From an optimization exercise on the open Yosys and OpenROAD flow, aimed at small area; shortcuts taken in it are not production practice. The RTL was checked by simulation tests, not by an equivalence proof against the original design.

## branch indigo
Design kianv_harris_mc_edition, start of the top module:
module kianv_harris_mc_edition #(
    parameter int RESET_ADDR        = 0,
    parameter int SYSTEM_CLK        = 50_000_000,
    parameter int NUM_ENTRIES_ITLB  = 16,
    parameter int NUM_ENTRIES_DTLB  = 16
) (
    input  logic         clk,
    input  logic         resetn,
    output logic         mem_valid,
    input  logic         mem_ready,
    output logic [3:0]   mem_wstrb,
    output logic [33:0]  mem_addr,
    output logic [31:0]  mem_wdata,
    input  logic [31:0]  mem_rdata,
    output logic [31:0]  PC,
    input  logic         access_fault,
    input  logic         IRQ3,
    input  logic         IRQ7,
    input  logic         IRQ9,
    input  logic         IRQ11,
    output logic [63:0]  timer_counter,
    output logic         is_instruction
);
export LEC_CHECK = 0
export ABC_AREA = 1
export CAP_MARGIN = 20
export CORE_MARGIN = 2
export CORE_UTILIZATION = 40
export CTS_CLUSTER_DIAMETER = 100
export CTS_CLUSTER_SIZE = 24
export PLACE_DENSITY = 0.6
export SLEW_MARGIN = 20
create_clock -name core_clock -period 25.0 [get_ports {clk}]
run.sh (not shown) runs the stock make flow with config.mk's settings and CLKGATE_MAP_FILE= SYNTH_SCRIPT=/design/flow/synth_recipe.tcl, a recipe that flattens the netlist after the stock synthesis.
diff inputs: branch indigo => branch sierra
--- a/flow/design.v
+++ b/flow/design.v
@@ -463,21 +463,19 @@
 endmodule
 `default_nettype none
 module muldiv (
     input  wire        clk,
     input  wire        resetn,
     input  wire [31:0] a,
     input  wire [31:0] b,
     input  wire [2:0]  funct3,
     input  wire        valid,
-    input  wire        ext_we,        
-    input  wire [31:0] ext_d,
-    output logic [31:0] result,       
+    output logic [31:0] result,
     output logic        ready
 );
   localparam logic [1:0] IDLE = 2'd0, BUSY = 2'd1, FIN = 2'd2;
   logic [1:0]  state;
   logic [4:0]  cnt;
   logic [63:0] R;
   wire is_div   = funct3[2];
   wire is_rem   = funct3[1];             
   wire d_signed = ~funct3[0];            
@@ -534,51 +532,45 @@
         end
         FIN: begin
           ready <= 1'b1;
           state <= IDLE;
         end
         default: state <= IDLE;
       endcase
     end
   end
-  logic [31:0] fin_result;
-  always_comb begin
-    if (is_div)
-      fin_result = is_rem ? R[63:32] : R[31:0];
-    else if (funct3[1:0] == 2'b00)
-      fin_result = {m_y[7:0], R[23:0]};
-    else
-      fin_result = m_y[39:8];
-  end
   always_ff @(posedge clk) begin
-    if (ready) begin
-      R[31:0] <= fin_result;
-    end else if (ext_we) begin
-      R[31:0] <= ext_d;
-    end else if (is_div) begin
+    if (is_div) begin
       if (start) begin
         R[31:0]  <= (d_signed & a[31]) ? neg_out : a;
         R[63:32] <= 32'd0;
       end else if (state == BUSY) begin
         R[31:0]  <= {R[30:0], q};
         R[63:32] <= q ? d_s : rem_nxt;
       end else if (state == FIN && neg_fix) begin
         if (is_rem) R[63:32] <= neg_out;
         else        R[31:0]  <= neg_out;
       end
     end else begin
       if (start || state == BUSY || state == FIN) begin
         R[57:24] <= m_y[41:8];
         R[23:0]  <= {m_y[7:0], R[23:8]};
       end
     end
   end
-  assign result = R[31:0];
+  always_comb begin
+    if (is_div)
+      result = is_rem ? R[63:32] : R[31:0];
+    else if (funct3[1:0] == 2'b00)
+      result = {m_y[7:0], R[23:0]};
+    else
+      result = m_y[39:8];
+  end
 endmodule
 `default_nettype none
 module multiplier_decoder (
     input  wire [2:0]                   funct3,          
     output logic [$clog2(4)-1:0]    MULop,           
     input  wire                         mul_ext_valid,   
     output logic                        mul_valid        
 );
     logic is_mul;      
@@ -3566,25 +3558,27 @@
   end
   logic fetch_hs;
   always_ff @(posedge clk) begin
     if (in_fetch) fetch_hs <= store_instr;
   end
   wire [31:0] trap_value = ({32{bad_alu}} & ALUOut) |
                            ({32{bad_fetch & fetch_hs}} & OldPC) |
                            ({32{bad_fetch & ~fetch_hs}} & PC) |
                            badaddr;    
-  logic [31:0] lr_d;
-  always_comb begin
-    case (lr_src)
-      2'd0:    lr_d = Data;
-      2'd2:    lr_d = CSRData;
-      default: lr_d = ALUResult;
-    endcase
+  always_ff @(posedge clk) begin
+    if (lr_we) begin
+      case (lr_src)
+        2'd0:    LR <= Data;
+        2'd1:    LR <= MULExtResult;
+        2'd2:    LR <= CSRData;
+        default: LR <= ALUResult;
+      endcase
+    end
   end
   extend extend_I (
       .instr(Instr[31:7]),
       .immsrc(ImmSrc),
       .immext(ImmExt)
   );
   store_alignment store_alignment_I (
       .addr(mem_addr[1:0]),
       .STOREop(STOREop),
@@ -3624,21 +3618,19 @@
   );
   logic muldiv_ready;
   muldiv muldiv_I (
       .clk   (clk),
       .resetn(resetn),
       .a     (SrcA),
       .b     (SrcB),
       .funct3(Instr[14:12]),
       .valid (mul_valid | div_valid),
-      .ext_we(lr_we && lr_src != 2'd1),
-      .ext_d (lr_d),
-      .result(LR),
+      .result(MULExtResult),
       .ready (muldiv_ready)
   );
   assign mul_ready = muldiv_ready;
   assign div_ready = 1'b0;
   logic [31:0] pc_on_exception;
   mux2 #(32) mux_select_pc_on_exception_I (
       .d0(OldPC),
       .d1(PC),
       .sel(selectPC),
@@ -3701,19 +3693,19 @@
     output logic             hit_o,
     output logic [19:0]      ppn_o,
     output logic [FW-1:0]    flags_o
 );
   localparam int unsigned LINES = 2 ** IDX_W;
   logic [TAG_W-1:0] tags  [0:LINES-1];
   logic [19:0]      ppns  [0:LINES-1];
   logic [FW-1:0]    flags [0:LINES-1];
   logic [LINES-1:0] valid;
-  assign hit_o   = (tags[idx] == tag) && valid[idx] && !flush;
+  assign hit_o   = (tags[idx] == tag) && valid[idx];
   assign ppn_o   = ppns[idx];
   assign flags_o = flags[idx];
   always_ff @(posedge clk) begin
     if (!resetn || flush) begin
       valid <= '0;
     end else if (we) begin
       valid[idx] <= 1'b1;
     end
   end
==> comparison <==
NOTE: detailed-route wire length per cell in branch sierra falls short of that of branch indigo
As of branch sierra, y dimension of the die had risen slightly compared to branch indigo.
Setup slack of the critical path after layout was lower in branch indigo than in branch sierra.
Final clock period utilization by the worst path ended up 0.52 points lower on branch sierra than on branch indigo.
On total die area, branch sierra does worse than branch indigo.
Post-synthesis average cell area essentially unchanged between branch indigo and branch sierra.
Compared with branch indigo, branch sierra shows a lower non-clock buffer count in the final layout.
Delta (branch sierra minus branch indigo): number of violations reported at the end of detailed-routing iteration 0 went down, wire length on met3 dropped 14000 um.
Delta (branch sierra minus branch indigo): depth of the most critical reg-to-reg path up 11, worst slew margin relative to its limit up 3.2 points.
The initial core utilization on branch sierra is in line with that on branch indigo.
Min number of tap instances across branch indigo and branch sierra: branch indigo

==> re-timing with driven ports <==
The results above use ideal ports. As a check the final layouts listed here were re-extracted and re-timed, cells and wires unchanged.
Step 1 assumes that a clkbuf_16 drives the clock port and a buf_2 every other input.
Step 2, shift: input delay + t, output delay - t, t = (earliest + latest rising clock arrival at the registers) / 2. This alone moves slack from input paths to output paths.
a / b / c = ideal / step 1 / step 2; a / b = the first two.
| run | shift t [ns] | setup WS [ns] | worst register clock-pin slew, ns | worst data-port slew with drivers (ns) |
|---|---|---|---|---|
| branch indigo | 1.104 | 0.769 / 0.748 / 0.748 | 0.11 / 0.11 | 0.29 |
| branch sierra | 1.098 | 0.899 / 0.872 / 0.872 | 0.11 / 0.11 | 0.32 |
After both steps setup and hold are still met in every run listed. For branch sierra, which loses most, drivers alone change the setup slack by -0.027 ns; drivers and shift together by -0.027 ns.
